From an optimization exercise on the open Yosys and OpenROAD flow, aimed at small area and a short achievable clock period; shortcuts taken in it are not production practice. No functional check of the RTL was part of this run. Power figures rest on the tool's default switching activity, not on a simulated workload.

--- design/flow/config.mk ---
export PLATFORM = sky130hd
export DESIGN_NAME = matrix_convol
export DESIGN_NICKNAME = matrix_convol
export VERILOG_FILES = /design/flow/design.v
export SDC_FILE = /design/flow/constraint.sdc
export NUM_CORES = 4
export LEC_CHECK = 0
export CAP_MARGIN = 20
export CORE_MARGIN = 2
export CORE_UTILIZATION = 40
export CTS_BUF_LIST = sky130_fd_sc_hd__clkbuf_8
export CTS_CLUSTER_DIAMETER = 60
export CTS_CLUSTER_SIZE = 20
export SLEW_MARGIN = 20
--- design/flow/constraint.sdc ---
create_clock -name core_clock -period 11.0 [get_ports {clk}]
set_input_delay 2.2000 -clock core_clock [delete_from_list [all_inputs] [get_ports {clk}]]
set_output_delay 2.2000 -clock core_clock [all_outputs]
set_load 0.01 [all_outputs]
--- design/flow/design.v ---
`timescale 1ns / 1ps
module matrix_convol #(parameter m=9, f=3) (clk, rst, a, b, stride, out, done);
input clk, rst;
input [7:0] a, b;
input [3:0] stride;
output reg [15:0] out;
output reg done;
localparam [1:0] S_IDLE = 2'd0, S_LOAD = 2'd1, S_MAC = 2'd2, S_STEP = 2'd3;
reg [1:0] state;
reg [3:0] lr;       
reg [3:0] lc;       
reg [2:0] cc, cr;   
reg       ov;       
reg [3:0] strd;     
reg       upd;      
reg [647:0] xq;     
reg [71:0]  hq;     
reg [8:0]  rs;      
reg [1:0]  r, c;    
reg [15:0] ps, pc;  
reg [15:0] acc;
wire ld_st   = (state == S_LOAD);
wire mac_st  = (state == S_MAC);
wire step_st = (state == S_STEP);
wire last_e  = (lc == 4'd8);
integer R, j;
always @(posedge clk) begin
    for (R = 0; R < 9; R = R + 1) begin
        for (j = 1; j < 9; j = j + 1)
            xq[(9*R+j)*8 +: 8] <= xq[(9*R+j-1)*8 +: 8];
        if (ld_st && lr == R)
            xq[(9*R)*8 +: 8] <= ~a;
        else
            xq[(9*R)*8 +: 8] <= xq[(9*R+8)*8 +: 8];
    end
    for (j = 1; j < 9; j = j + 1)
        hq[j*8 +: 8] <= hq[(j-1)*8 +: 8];
    if (ld_st && lr == 4'd0)
        hq[7:0] <= ~b;
    else
        hq[7:0] <= hq[71:64];
end
reg [7:0] xt, ht;
always @(*) begin
    xt = {8{~|rs}};
    ht = 8'd0;
    for (R = 0; R < 9; R = R + 1) begin
        xt = xt | ({8{rs[R]}} & xq[(9*R + (3*R+1)%9)*8 +: 8]);
        ht = ht | ({8{hs[R]}} & hq[R*8 +: 8]);
    end
end
reg [8:0] hs_n, rs_n;
reg [8:0] hs;         
reg [1:0] r_n, c_n;
always @(*) begin
    hs_n = 9'd0;
    case ({cr, cc})
        6'd0: hs_n = 9'b000000010;
        6'd1: hs_n = 9'b000000100;
        6'd2: hs_n = 9'b000001000;
        6'd3: hs_n = 9'b000010000;
        6'd4: hs_n = 9'b000100000;
        6'd5: hs_n = 9'b001000000;
        6'd6: hs_n = 9'b010000000;
        6'd7: hs_n = 9'b100000000;
        6'd8: hs_n = 9'b000010000;
        6'd9: hs_n = 9'b000100000;
        6'd10: hs_n = 9'b001000000;
        6'd11: hs_n = 9'b010000000;
        6'd12: hs_n = 9'b100000000;
        6'd13: hs_n = 9'b000000001;
        6'd14: hs_n = 9'b000000010;
        6'd15: hs_n = 9'b000000100;
        6'd16: hs_n = 9'b010000000;
        6'd17: hs_n = 9'b100000000;
        6'd18: hs_n = 9'b000000001;
        6'd19: hs_n = 9'b000000010;
        6'd20: hs_n = 9'b000000100;
        6'd21: hs_n = 9'b000001000;
        6'd22: hs_n = 9'b000010000;
        6'd23: hs_n = 9'b000100000;
        6'd24: hs_n = 9'b000000010;
        6'd25: hs_n = 9'b000000100;
        6'd26: hs_n = 9'b000001000;
        6'd27: hs_n = 9'b000010000;
        6'd28: hs_n = 9'b000100000;
        6'd29: hs_n = 9'b001000000;
        6'd30: hs_n = 9'b010000000;
        6'd31: hs_n = 9'b100000000;
        6'd32: hs_n = 9'b000010000;
        6'd33: hs_n = 9'b000100000;
        6'd34: hs_n = 9'b001000000;
        6'd35: hs_n = 9'b010000000;
        6'd36: hs_n = 9'b100000000;
        6'd37: hs_n = 9'b000000001;
        6'd38: hs_n = 9'b000000010;
        6'd39: hs_n = 9'b000000100;
        6'd40: hs_n = 9'b010000000;
        6'd41: hs_n = 9'b100000000;
        6'd42: hs_n = 9'b000000001;
        6'd43: hs_n = 9'b000000010;
        6'd44: hs_n = 9'b000000100;
        6'd45: hs_n = 9'b000001000;
        6'd46: hs_n = 9'b000010000;
        6'd47: hs_n = 9'b000100000;
        6'd48: hs_n = 9'b000000010;
        6'd49: hs_n = 9'b000000100;
        6'd50: hs_n = 9'b000001000;
        6'd51: hs_n = 9'b000010000;
        6'd52: hs_n = 9'b000100000;
        6'd53: hs_n = 9'b001000000;
        6'd54: hs_n = 9'b010000000;
        6'd55: hs_n = 9'b100000000;
        6'd56: hs_n = 9'b000010000;
        6'd57: hs_n = 9'b000100000;
        6'd58: hs_n = 9'b001000000;
        6'd59: hs_n = 9'b010000000;
        6'd60: hs_n = 9'b100000000;
        6'd61: hs_n = 9'b000000001;
        6'd62: hs_n = 9'b000000010;
        6'd63: hs_n = 9'b000000100;
        default: hs_n = 9'd0;
    endcase
    rs_n = 9'd0; r_n = 2'd0; c_n = 2'd0;
    case ({cr, cc})
        6'd0: begin rs_n = 9'b000000001; r_n = 2'd0; c_n = 2'd2; end
        6'd1: begin rs_n = 9'b000000001; r_n = 2'd0; c_n = 2'd1; end
        6'd2: begin rs_n = 9'b000000001; r_n = 2'd0; c_n = 2'd0; end
        6'd3: begin rs_n = 9'b000000100; r_n = 2'd2; c_n = 2'd2; end
        6'd4: begin rs_n = 9'b000000100; r_n = 2'd2; c_n = 2'd1; end
        6'd5: begin rs_n = 9'b000000100; r_n = 2'd2; c_n = 2'd0; end
        6'd6: begin rs_n = 9'b000000010; r_n = 2'd1; c_n = 2'd2; end
        6'd7: begin rs_n = 9'b000000010; r_n = 2'd1; c_n = 2'd1; end
        6'd8: begin rs_n = 9'b000001000; r_n = 2'd2; c_n = 2'd2; end
        6'd9: begin rs_n = 9'b000001000; r_n = 2'd2; c_n = 2'd1; end
        6'd10: begin rs_n = 9'b000001000; r_n = 2'd2; c_n = 2'd0; end
        6'd11: begin rs_n = 9'b000000100; r_n = 2'd1; c_n = 2'd2; end
        6'd12: begin rs_n = 9'b000000100; r_n = 2'd1; c_n = 2'd1; end
        6'd13: begin rs_n = 9'b000000100; r_n = 2'd1; c_n = 2'd0; end
        6'd14: begin rs_n = 9'b000000010; r_n = 2'd0; c_n = 2'd2; end
        6'd15: begin rs_n = 9'b000000010; r_n = 2'd0; c_n = 2'd1; end
        6'd16: begin rs_n = 9'b000001000; r_n = 2'd1; c_n = 2'd2; end
        6'd17: begin rs_n = 9'b000001000; r_n = 2'd1; c_n = 2'd1; end
        6'd18: begin rs_n = 9'b000001000; r_n = 2'd1; c_n = 2'd0; end
        6'd19: begin rs_n = 9'b000000100; r_n = 2'd0; c_n = 2'd2; end
        6'd20: begin rs_n = 9'b000000100; r_n = 2'd0; c_n = 2'd1; end
        6'd21: begin rs_n = 9'b000000100; r_n = 2'd0; c_n = 2'd0; end
        6'd22: begin rs_n = 9'b000010000; r_n = 2'd2; c_n = 2'd2; end
        6'd23: begin rs_n = 9'b000010000; r_n = 2'd2; c_n = 2'd1; end
        6'd24: begin rs_n = 9'b000001000; r_n = 2'd0; c_n = 2'd2; end
        6'd25: begin rs_n = 9'b000001000; r_n = 2'd0; c_n = 2'd1; end
        6'd26: begin rs_n = 9'b000001000; r_n = 2'd0; c_n = 2'd0; end
        6'd27: begin rs_n = 9'b000100000; r_n = 2'd2; c_n = 2'd2; end
        6'd28: begin rs_n = 9'b000100000; r_n = 2'd2; c_n = 2'd1; end
        6'd29: begin rs_n = 9'b000100000; r_n = 2'd2; c_n = 2'd0; end
        6'd30: begin rs_n = 9'b000010000; r_n = 2'd1; c_n = 2'd2; end
        6'd31: begin rs_n = 9'b000010000; r_n = 2'd1; c_n = 2'd1; end
        6'd32: begin rs_n = 9'b001000000; r_n = 2'd2; c_n = 2'd2; end
        6'd33: begin rs_n = 9'b001000000; r_n = 2'd2; c_n = 2'd1; end
        6'd34: begin rs_n = 9'b001000000; r_n = 2'd2; c_n = 2'd0; end
        6'd35: begin rs_n = 9'b000100000; r_n = 2'd1; c_n = 2'd2; end
        6'd36: begin rs_n = 9'b000100000; r_n = 2'd1; c_n = 2'd1; end
        6'd37: begin rs_n = 9'b000100000; r_n = 2'd1; c_n = 2'd0; end
        6'd38: begin rs_n = 9'b000010000; r_n = 2'd0; c_n = 2'd2; end
        6'd39: begin rs_n = 9'b000010000; r_n = 2'd0; c_n = 2'd1; end
        6'd40: begin rs_n = 9'b001000000; r_n = 2'd1; c_n = 2'd2; end
        6'd41: begin rs_n = 9'b001000000; r_n = 2'd1; c_n = 2'd1; end
        6'd42: begin rs_n = 9'b001000000; r_n = 2'd1; c_n = 2'd0; end
        6'd43: begin rs_n = 9'b000100000; r_n = 2'd0; c_n = 2'd2; end
        6'd44: begin rs_n = 9'b000100000; r_n = 2'd0; c_n = 2'd1; end
        6'd45: begin rs_n = 9'b000100000; r_n = 2'd0; c_n = 2'd0; end
        6'd46: begin rs_n = 9'b010000000; r_n = 2'd2; c_n = 2'd2; end
        6'd47: begin rs_n = 9'b010000000; r_n = 2'd2; c_n = 2'd1; end
        6'd48: begin rs_n = 9'b001000000; r_n = 2'd0; c_n = 2'd2; end
        6'd49: begin rs_n = 9'b001000000; r_n = 2'd0; c_n = 2'd1; end
        6'd50: begin rs_n = 9'b001000000; r_n = 2'd0; c_n = 2'd0; end
        6'd51: begin rs_n = 9'b100000000; r_n = 2'd2; c_n = 2'd2; end
        6'd52: begin rs_n = 9'b100000000; r_n = 2'd2; c_n = 2'd1; end
        6'd53: begin rs_n = 9'b100000000; r_n = 2'd2; c_n = 2'd0; end
        6'd54: begin rs_n = 9'b010000000; r_n = 2'd1; c_n = 2'd2; end
        6'd55: begin rs_n = 9'b010000000; r_n = 2'd1; c_n = 2'd1; end
        6'd59: begin rs_n = 9'b100000000; r_n = 2'd1; c_n = 2'd2; end
        6'd60: begin rs_n = 9'b100000000; r_n = 2'd1; c_n = 2'd1; end
        6'd61: begin rs_n = 9'b100000000; r_n = 2'd1; c_n = 2'd0; end
        6'd62: begin rs_n = 9'b010000000; r_n = 2'd0; c_n = 2'd2; end
        6'd63: begin rs_n = 9'b010000000; r_n = 2'd0; c_n = 2'd1; end
        default: begin rs_n = 9'd0; r_n = 2'd0; c_n = 2'd0; end
    endcase
end
wire first = mac_st && lc == 4'd1;            
wire clr   = step_st && lc == 4'd1;           
wire stop  = step_st && lc == 4'd5;           
always @(posedge clk) begin
    hs <= hs_n;
    if (first) begin
        rs <= rs_n; r <= r_n; c <= c_n;
    end else if (stop) begin
        rs <= 9'd0;
    end else if (c == 2'd2) begin
        c <= 2'd0;
        if (r == 2'd2) begin r <= 2'd0; rs <= rs >> 2; end
        else begin r <= r + 2'd1; rs <= rs << 1; end
    end else
        c <= c + 2'd1;
end
wire m_pp0_0 = ~(xt[0] | ht[0]);
wire m_pp0_1 = ~(xt[1] | ht[0]);
wire m_pp0_2 = ~(xt[2] | ht[0]);
wire m_pp0_3 = ~(xt[3] | ht[0]);
wire m_pp0_4 = ~(xt[4] | ht[0]);
wire m_pp0_5 = ~(xt[5] | ht[0]);
wire m_pp0_6 = ~(xt[6] | ht[0]);
wire m_pp0_7 = ~(xt[7] | ht[0]);
wire m_pp1_0 = ~(xt[0] | ht[1]);
wire m_pp1_1 = ~(xt[1] | ht[1]);
wire m_pp1_2 = ~(xt[2] | ht[1]);
wire m_pp1_3 = ~(xt[3] | ht[1]);
wire m_pp1_4 = ~(xt[4] | ht[1]);
wire m_pp1_5 = ~(xt[5] | ht[1]);
wire m_pp1_6 = ~(xt[6] | ht[1]);
wire m_pp1_7 = ~(xt[7] | ht[1]);
wire m_pp2_0 = ~(xt[0] | ht[2]);
wire m_pp2_1 = ~(xt[1] | ht[2]);
wire m_pp2_2 = ~(xt[2] | ht[2]);
wire m_pp2_3 = ~(xt[3] | ht[2]);
wire m_pp2_4 = ~(xt[4] | ht[2]);
wire m_pp2_5 = ~(xt[5] | ht[2]);
wire m_pp2_6 = ~(xt[6] | ht[2]);
wire m_pp2_7 = ~(xt[7] | ht[2]);
wire m_pp3_0 = ~(xt[0] | ht[3]);
wire m_pp3_1 = ~(xt[1] | ht[3]);
wire m_pp3_2 = ~(xt[2] | ht[3]);
wire m_pp3_3 = ~(xt[3] | ht[3]);
wire m_pp3_4 = ~(xt[4] | ht[3]);
wire m_pp3_5 = ~(xt[5] | ht[3]);
wire m_pp3_6 = ~(xt[6] | ht[3]);
wire m_pp3_7 = ~(xt[7] | ht[3]);
wire m_pp4_0 = ~(xt[0] | ht[4]);
wire m_pp4_1 = ~(xt[1] | ht[4]);
wire m_pp4_2 = ~(xt[2] | ht[4]);
wire m_pp4_3 = ~(xt[3] | ht[4]);
wire m_pp4_4 = ~(xt[4] | ht[4]);
wire m_pp4_5 = ~(xt[5] | ht[4]);
wire m_pp4_6 = ~(xt[6] | ht[4]);
wire m_pp4_7 = ~(xt[7] | ht[4]);
wire m_pp5_0 = ~(xt[0] | ht[5]);
wire m_pp5_1 = ~(xt[1] | ht[5]);
wire m_pp5_2 = ~(xt[2] | ht[5]);
wire m_pp5_3 = ~(xt[3] | ht[5]);
wire m_pp5_4 = ~(xt[4] | ht[5]);
wire m_pp5_5 = ~(xt[5] | ht[5]);
wire m_pp5_6 = ~(xt[6] | ht[5]);
wire m_pp5_7 = ~(xt[7] | ht[5]);
wire m_pp6_0 = ~(xt[0] | ht[6]);
wire m_pp6_1 = ~(xt[1] | ht[6]);
wire m_pp6_2 = ~(xt[2] | ht[6]);
wire m_pp6_3 = ~(xt[3] | ht[6]);
wire m_pp6_4 = ~(xt[4] | ht[6]);
wire m_pp6_5 = ~(xt[5] | ht[6]);
wire m_pp6_6 = ~(xt[6] | ht[6]);
wire m_pp6_7 = ~(xt[7] | ht[6]);
wire m_pp7_0 = ~(xt[0] | ht[7]);
wire m_pp7_1 = ~(xt[1] | ht[7]);
wire m_pp7_2 = ~(xt[2] | ht[7]);
wire m_pp7_3 = ~(xt[3] | ht[7]);
wire m_pp7_4 = ~(xt[4] | ht[7]);
wire m_pp7_5 = ~(xt[5] | ht[7]);
wire m_pp7_6 = ~(xt[6] | ht[7]);
wire m_pp7_7 = ~(xt[7] | ht[7]);
wire m_s1 = m_pp0_6 ^ m_pp1_5;
wire m_c2 = m_pp0_6 & m_pp1_5;
wire m_s3 = m_pp0_7 ^ m_pp1_6 ^ m_pp2_5;
wire m_c4 = (m_pp0_7 & m_pp1_6) | (m_pp0_7 & m_pp2_5) | (m_pp1_6 & m_pp2_5);
wire m_s5 = m_pp3_4 ^ m_pp4_3;
wire m_c6 = m_pp3_4 & m_pp4_3;
wire m_s7 = m_pp1_7 ^ m_pp2_6 ^ m_pp3_5;
wire m_c8 = (m_pp1_7 & m_pp2_6) | (m_pp1_7 & m_pp3_5) | (m_pp2_6 & m_pp3_5);
wire m_s9 = m_pp4_4 ^ m_pp5_3;
wire m_c10 = m_pp4_4 & m_pp5_3;
wire m_s11 = m_pp2_7 ^ m_pp3_6 ^ m_pp4_5;
wire m_c12 = (m_pp2_7 & m_pp3_6) | (m_pp2_7 & m_pp4_5) | (m_pp3_6 & m_pp4_5);
wire m_s13 = m_pp0_4 ^ m_pp1_3;
wire m_c14 = m_pp0_4 & m_pp1_3;
wire m_s15 = m_pp0_5 ^ m_pp1_4 ^ m_pp2_3;
wire m_c16 = (m_pp0_5 & m_pp1_4) | (m_pp0_5 & m_pp2_3) | (m_pp1_4 & m_pp2_3);
wire m_s17 = m_pp3_2 ^ m_pp4_1;
wire m_c18 = m_pp3_2 & m_pp4_1;
wire m_s19 = m_s1 ^ m_pp2_4 ^ m_pp3_3;
wire m_c20 = (m_s1 & m_pp2_4) | (m_s1 & m_pp3_3) | (m_pp2_4 & m_pp3_3);
wire m_s21 = m_pp4_2 ^ m_pp5_1 ^ m_pp6_0;
wire m_c22 = (m_pp4_2 & m_pp5_1) | (m_pp4_2 & m_pp6_0) | (m_pp5_1 & m_pp6_0);
wire m_s23 = m_s3 ^ m_s5 ^ m_pp5_2;
wire m_c24 = (m_s3 & m_s5) | (m_s3 & m_pp5_2) | (m_s5 & m_pp5_2);
wire m_s25 = m_pp6_1 ^ m_pp7_0 ^ m_c2;
wire m_c26 = (m_pp6_1 & m_pp7_0) | (m_pp6_1 & m_c2) | (m_pp7_0 & m_c2);
wire m_s27 = m_s7 ^ m_s9 ^ m_pp6_2;
wire m_c28 = (m_s7 & m_s9) | (m_s7 & m_pp6_2) | (m_s9 & m_pp6_2);
wire m_s29 = m_pp7_1 ^ m_c4 ^ m_c6;
wire m_c30 = (m_pp7_1 & m_c4) | (m_pp7_1 & m_c6) | (m_c4 & m_c6);
wire m_s31 = m_s11 ^ m_pp5_4 ^ m_pp6_3;
wire m_c32 = (m_s11 & m_pp5_4) | (m_s11 & m_pp6_3) | (m_pp5_4 & m_pp6_3);
wire m_s33 = m_pp7_2 ^ m_c8 ^ m_c10;
wire m_c34 = (m_pp7_2 & m_c8) | (m_pp7_2 & m_c10) | (m_c8 & m_c10);
wire m_s35 = m_pp3_7 ^ m_pp4_6 ^ m_pp5_5;
wire m_c36 = (m_pp3_7 & m_pp4_6) | (m_pp3_7 & m_pp5_5) | (m_pp4_6 & m_pp5_5);
wire m_s37 = m_pp6_4 ^ m_pp7_3 ^ m_c12;
wire m_c38 = (m_pp6_4 & m_pp7_3) | (m_pp6_4 & m_c12) | (m_pp7_3 & m_c12);
wire m_s39 = m_pp4_7 ^ m_pp5_6 ^ m_pp6_5;
wire m_c40 = (m_pp4_7 & m_pp5_6) | (m_pp4_7 & m_pp6_5) | (m_pp5_6 & m_pp6_5);
wire m_s41 = m_pp0_3 ^ m_pp1_2;
wire m_c42 = m_pp0_3 & m_pp1_2;
wire m_s43 = m_s13 ^ m_pp2_2 ^ m_pp3_1;
wire m_c44 = (m_s13 & m_pp2_2) | (m_s13 & m_pp3_1) | (m_pp2_2 & m_pp3_1);
wire m_s45 = m_s15 ^ m_s17 ^ m_pp5_0;
wire m_c46 = (m_s15 & m_s17) | (m_s15 & m_pp5_0) | (m_s17 & m_pp5_0);
wire m_s47 = m_s19 ^ m_s21 ^ m_c16;
wire m_c48 = (m_s19 & m_s21) | (m_s19 & m_c16) | (m_s21 & m_c16);
wire m_s49 = m_s23 ^ m_s25 ^ m_c20;
wire m_c50 = (m_s23 & m_s25) | (m_s23 & m_c20) | (m_s25 & m_c20);
wire m_s51 = m_s27 ^ m_s29 ^ m_c24;
wire m_c52 = (m_s27 & m_s29) | (m_s27 & m_c24) | (m_s29 & m_c24);
wire m_s53 = m_s31 ^ m_s33 ^ m_c28;
wire m_c54 = (m_s31 & m_s33) | (m_s31 & m_c28) | (m_s33 & m_c28);
wire m_s55 = m_s35 ^ m_s37 ^ m_c32;
wire m_c56 = (m_s35 & m_s37) | (m_s35 & m_c32) | (m_s37 & m_c32);
wire m_s57 = m_s39 ^ m_pp7_4 ^ m_c36;
wire m_c58 = (m_s39 & m_pp7_4) | (m_s39 & m_c36) | (m_pp7_4 & m_c36);
wire m_s59 = m_pp5_7 ^ m_pp6_6 ^ m_pp7_5;
wire m_c60 = (m_pp5_7 & m_pp6_6) | (m_pp5_7 & m_pp7_5) | (m_pp6_6 & m_pp7_5);
wire m_s61 = m_pp0_2 ^ m_pp1_1;
wire m_c62 = m_pp0_2 & m_pp1_1;
wire m_s63 = m_s41 ^ m_pp2_1 ^ m_pp3_0;
wire m_c64 = (m_s41 & m_pp2_1) | (m_s41 & m_pp3_0) | (m_pp2_1 & m_pp3_0);
wire m_s65 = m_s43 ^ m_pp4_0 ^ m_c42;
wire m_c66 = (m_s43 & m_pp4_0) | (m_s43 & m_c42) | (m_pp4_0 & m_c42);
wire m_s67 = m_s45 ^ m_c14 ^ m_c44;
wire m_c68 = (m_s45 & m_c14) | (m_s45 & m_c44) | (m_c14 & m_c44);
wire m_s69 = m_s47 ^ m_c18 ^ m_c46;
wire m_c70 = (m_s47 & m_c18) | (m_s47 & m_c46) | (m_c18 & m_c46);
wire m_s71 = m_s49 ^ m_c22 ^ m_c48;
wire m_c72 = (m_s49 & m_c22) | (m_s49 & m_c48) | (m_c22 & m_c48);
wire m_s73 = m_s51 ^ m_c26 ^ m_c50;
wire m_c74 = (m_s51 & m_c26) | (m_s51 & m_c50) | (m_c26 & m_c50);
wire m_s75 = m_s53 ^ m_c30 ^ m_c52;
wire m_c76 = (m_s53 & m_c30) | (m_s53 & m_c52) | (m_c30 & m_c52);
wire m_s77 = m_s55 ^ m_c34 ^ m_c54;
wire m_c78 = (m_s55 & m_c34) | (m_s55 & m_c54) | (m_c34 & m_c54);
wire m_s79 = m_s57 ^ m_c38 ^ m_c56;
wire m_c80 = (m_s57 & m_c38) | (m_s57 & m_c56) | (m_c38 & m_c56);
wire m_s81 = m_s59 ^ m_c40 ^ m_c58;
wire m_c82 = (m_s59 & m_c40) | (m_s59 & m_c58) | (m_c40 & m_c58);
wire m_s83 = m_pp6_7 ^ m_pp7_6 ^ m_c60;
wire m_c84 = (m_pp6_7 & m_pp7_6) | (m_pp6_7 & m_c60) | (m_pp7_6 & m_c60);
always @(posedge clk) begin
    ps  <= {1'b0, m_pp7_7, m_s83, m_s81, m_s79, m_s77, m_s75, m_s73, m_s71, m_s69, m_s67, m_s65, m_s63, m_s61, m_pp0_1, m_pp0_0};
    pc  <= {1'b0, m_c84, m_c82, m_c80, m_c78, m_c76, m_c74, m_c72, m_c70, m_c68, m_c66, m_c64, m_c62, m_pp2_0, m_pp1_0, 1'b0};
    acc <= clr ? 16'd0 : acc + ps + pc;
end
always @(posedge clk) begin
    if (rst)
        state <= S_IDLE;
    else case (state)
        S_IDLE: state <= S_LOAD;
        S_LOAD: state <= (lr == 4'd9) ? S_MAC : S_LOAD;
        S_MAC:  state <= S_STEP;
        default: state <= (ov || (cc == 3'd6 && cr == 3'd6 && last_e)) ? S_IDLE : S_MAC;
    endcase
end
wire take = mac_st && last_e;
wire keep = ld_st || (state[1] && !take);
always @(posedge clk) begin
    out  <= (acc & {16{take}}) | (out & {16{keep}});
    done <= state[1] && last_e;
end
wire [4:0] ccs = cc + strd;
wire [4:0] crs = cr + strd;
always @(posedge clk) begin
    strd <= stride;
    upd  <= step_st && last_e;
end
always @(posedge clk) begin
    case (state)
        S_IDLE: begin
            lr <= 4'd0; lc <= 4'd0;
            cc <= 3'd0; cr <= 3'd0; ov <= 1'b0;
        end
        S_LOAD: begin
            if (lr == 4'd9) lc <= 4'd0;
            else if (last_e) begin lc <= 4'd0; lr <= lr + 4'd1; end
            else lc <= lc + 4'd1;
        end
        S_MAC: begin
            if (upd) begin
                if (cc != 3'd6) begin
                    cc <= ccs[2:0];
                    ov <= ccs > 5'd6;
                end else begin
                    cc <= 3'd0;
                    if (cr != 3'd6) begin
                        cr <= crs[2:0];
                        ov <= crs > 5'd6;
                    end else
                        cr <= 3'd0;
                end
            end
        end
        default: begin
            lc <= last_e ? 4'd0 : lc + 4'd1;
        end
    endcase
end
endmodule
--- design/flow/flow/run.sh ---
#!/bin/bash
# The standard layout (the standard.sh, every step unchanged), with the
# ports buffered by a plain buffer (buf_4) and a clock tree without dummy
# loads, with clkbuf_16 at its root and upper level and clkbuf_8 at its
# leaves; timing repair aims at a 3.05 ns period.
set -euo pipefail
export BUFFER_PORTS_ARGS="-buffer_cell sky130_fd_sc_hd__buf_4"
export CTS_ARGS="-sink_clustering_enable -repair_clock_nets -sink_clustering_size 20 -sink_clustering_max_diameter 60 -buf_list sky130_fd_sc_hd__clkbuf_8 -root_buf sky130_fd_sc_hd__clkbuf_16 -dont_use_dummy_load"
export SETUP_SLACK_MARGIN=7.95
bash standard.sh > standard.log 2>&1
--- design/flow/standard.sh ---
#!/bin/bash
# synth_recipe.tcl (not shown) runs the flow's synth.tcl, then flattens the netlist and writes it again
# the make line also repeats each setting of config.mk as NAME=value (left out here)
make -C /OpenROAD-flow-scripts/flow DESIGN_CONFIG=/design/flow/config.mk WORK_HOME=/design/flow/orfs CLKGATE_MAP_FILE= SYNTH_SCRIPT=/design/flow/synth_recipe.tcl "${@:-finish}"
==> impl_metrics.toml <==
[setup_path]
cp-start-kind = "flop"
path_class = "flop to flop"
cp_slowest_cell = "fa_2"
crit_arrival_ns = 4.12
r2r-start = "rs[1]"
endpoint_kind = "flop"
required_ns = 11.47
crit_top_cell = "buf_6"
r2r_slack_ns = 7.35
cpPeakStageDelay_ns = 0.59
rr_endpoint = "ps[8]"
cp_top_family = "adder cells"
critPathBufInv = 4
r2r_cells = 11
cp_max_fo = 4
crit_chain = "buf_4, buf_6, a222oi_1, nand4_1, buf_6, buf_6, nor2_4, fa_1, fa_2, fa_1, fa_2"

[detailed_routing]
first_pass_iters = 6
wirelength_met1_mm = 19.7
drt_wl_total_mm = 40.1
antenna_left = 0
top_layer_used = "met4"
via_count = 11500
wl_met3_mm = 1.74
wire_per_inst_um = 16.2
drcViolationCount = 0
post_drt_via_cell_ratio = 4.64
drt_iter0_drc = 606
route.met2.wl_mm = 17.3

[worst_hold_path]
hold_path.class = "flop to flop"
hp-start = "xq[76]"
hold_depth = 0
hold_end = "xq[84]"

[place]
io_buffers = 38
dp_hpwl_mm = 26.9
routabilityCongestion = 0.792
place_inst = 2359

[power]
p_leak_nw = 10.1
pwr_density_cell_nw_per_um2 = 275
finalPower_w = 0.00685
ir_drop_mv = 0.143

[sta]
fin_setup_tns_ns = 0
post-route-period-util = 0.332
grt_setup_unrepaired = "true"
fmax_mhz = 274
hold_violations = 0
slew_headroom = 0.352
setup_violations = 0
skew_ns = 0.0799
report.final.slew_viol_count = 0
worst_pin_slew_ns = 0.972
period_needed_ns = 3.65
whs_ns = 0.297

[synthesis]
synth_edf_count = 28
yosysWarnings = 1
syn_inst = 1619
synth_top_cell_by_area = "dfxtp_1"
synth.top_cells.by_area = "dfxtp_1 72%, fa_1 4.7%, edfxtp_1 3.8%, o21ai_0 2.2%, ha_1 2.2%"
synth_top_area_share = 0.718
ys_seq_area_frac = 0.756
synth_nets = 1732
synth_ff_type = "dfxtp_1"
async_flop_share = 0
synth_area_um2 = 22300
syn_area_per_cell_um2 = 13.7
synth_seq_cells = 826
ys_types = 68

[clock_network]
cts_buffer_depth = 3
ctsRootBufferMaster = "clkbuf_16"
clk_latency_ns = 0.59
htree_levels = 2
cts_tree = "yes"
cts_made_buffers = 51
clk_pin_slew_ns = 0.11
cts_sinks = 826

[cells_and_area]
nFillCells = 4944
num-nets-final = 1843
layout-drive-gt1-share = 0.135
antenna_cells = 0
areaGrowthSynthToFinish_pct = 11.8
fin_cells = 2476

[die]
die_h_um = 240
dieWidth_um = 240
ios = 39
dieArea_um2 = 57500
initial_core_util = 0.404
core-area_um2 = 55100
rows = 86

[global_route]
grt_pass1_wl_mm = 62.9
grtUsageTotal = 0.141
grt_pass1_vias = 11500
grt_max_degree = 29
overflow = 0
antenna_found_initial = 2

[run]
cap_violations = 0

[run_status]
status = "no timing/DRC/antenna violations"
==> per-stage QoR <==
stage | util | instance area (um2) | worst slack [ns]
after floorplan | - | 22300 | 7.64
after global placement | 0.423 | 23300 | 7.30
after detailed placement | 0.424 | 23300 | 7.19
after CTS | 0.449 | 24700 | 7.41
after global routing | 0.452 | 24900 | 7.23
final | 0.452 | 24900 | 7.35
==> synthesized netlist by cell type, types with 7 or more instances <==
library cell / n
dfxtp_1: 798
buf_2: 12
edfxtp_1: 28
clkbuf_1: 32
fa_1: 52
o21ai_0: 100
nand4_1: 10
or2_1: 16
nand2_1: 114
nor2_1: 97
a21oi_1: 32
inv_1: 41
ha_1: 39
nand3_1: 20
a22o_1: 32
a31oi_1: 7
a222oi_1: 16
a22oi_1: 18
a221oi_1: 17
xnor2_1: 12
nor2b_1: 11
xor2_1: 12
mux2i_1: 14
==> worst max-delay path by stage <==
stage | start | endpoint | cells past startpoint
2_1_floorplan | rs[4] | ps[7] | 11
3_3_place_gp | rs[7] | ps[7] | 10
3_5_place_dp | rs[5] | ps[7] | 9
4_1_cts | rs[0] | ps[7] | 10
5_1_grt | rs[1] | ps[7] | 12
6_report | rs[1] | ps[8] | 11
==> sequential cells by signal (all words and copies together) (netlist names), 3 cells and up <==
signal / cells
hs: 9
strd: 4
pc: 14
ps: 15
cc: 3
lr: 4
acc: 16
rs: 9
xq: 648
out: 16
hq: 72
cr: 3
lc: 4
==> cell families (layout without fill, tap and decap cells) <==
kind of cell             after synthesis  after routing  synth area share
AO/OA/AOI/OAI                        260            260            0.0783
flip-flops                           826            826             0.756
adder cells (fa/ha/maj)               91             91            0.0687
multiplexers                          14             14           0.00630
AND/OR/NAND/NOR                      310            310            0.0641
buffers and inverters                 94            203            0.0175
XOR/XNOR                              24             24           0.00945
==> worst register-to-register path, stage by stage (launching register included) <==
cell,delay [ns]
edfxtp_1,0.44
buf_4,0.17
buf_6,0.12
a222oi_1,0.34
nand4_1,0.15
buf_6,0.17
buf_6,0.13
nor2_4,0.08
fa_1,0.45
fa_2,0.59
fa_1,0.43
fa_2,0.52
==> area by class of cell <==
type                    count  area (um2)  share of cell area
well taps                 748         936              0.0376
flip-flops and latches    826       16800               0.677
repair buffers            108         950              0.0382
inverters                  44         165             0.00664
multi-input cells         699        5240               0.211
clock buffers              51         758              0.0305
==> routing by layer <==
| metal | track usage | vias to the layer above |
|---|---|---|
| met1 | 0.197 | 5544 |
| li1 | - | 5609 |
| met5 | 0 | - |
| met4 | 0.0614 | 0 |
| met2 | 0.214 | 239 |
| met3 | 0.0272 | 89 |
==> layout by cell type, fill, tap and decap left out, types with 9 or more instances in the layout <==
master    instances
a21oi_1          32
nor2b_1          11
ha_1             39
nand2_1         114
fa_1             40
dfxtp_2          17
xor2_1           12
a22oi_1          18
a221oi_1          9
fa_2             12
nor2_1           88
dfxtp_1         781
edfxtp_1         28
clkbuf_8         46
nand3_1          16
inv_1            35
buf_6            37
a222oi_1         16
xnor2_1          12
a22o_1           32
o21ai_0         100
mux2i_1          14
nand4_1          10
or2_1            15
buf_4            71
==> power by group <==
part / switching (W) / internal [W] / total [W]
sequential: 0.000257 / 0.00355 / 0.00381
combinational: 0.000947 / 0.000803 / 0.00175
clock: 0.000829 / 0.000462 / 0.00129
total: 0.00203 / 0.00482 / 0.00685
==> repair_timing <==
action | CTS | global route
pin swaps | 25 | 26
resized for setup | 61 | 33
setup endpoints to repair | 34 | 36
buffers inserted | 59 | 7
hold buffers | 0 | 0

[what the ideal ports hide]
Ports are ideal in the flow. The routed layout listed here was re-timed in OpenROAD. Step 1 assumes that a clkbuf_16 drives the clock port and a buf_2 every other input. Step 2, shift: input delay + t, output delay - t, t = (earliest + latest rising clock arrival at the registers) / 2. This alone moves slack from input paths to output paths. Three values: ideal ports, drivers, drivers and shift; two values: the first two.
t (ns): 0.602
slack for setup (ns): 7.349 / 7.349 / 7.349
hold slack, ns: 0.297 / 0.297 / 0.297
worst data-port slew with drivers (ns): 0.04
After both steps setup and hold are still met in this run. The setup slack of this run moves by 0.000 ns with the drivers and by 0.000 ns with both steps.
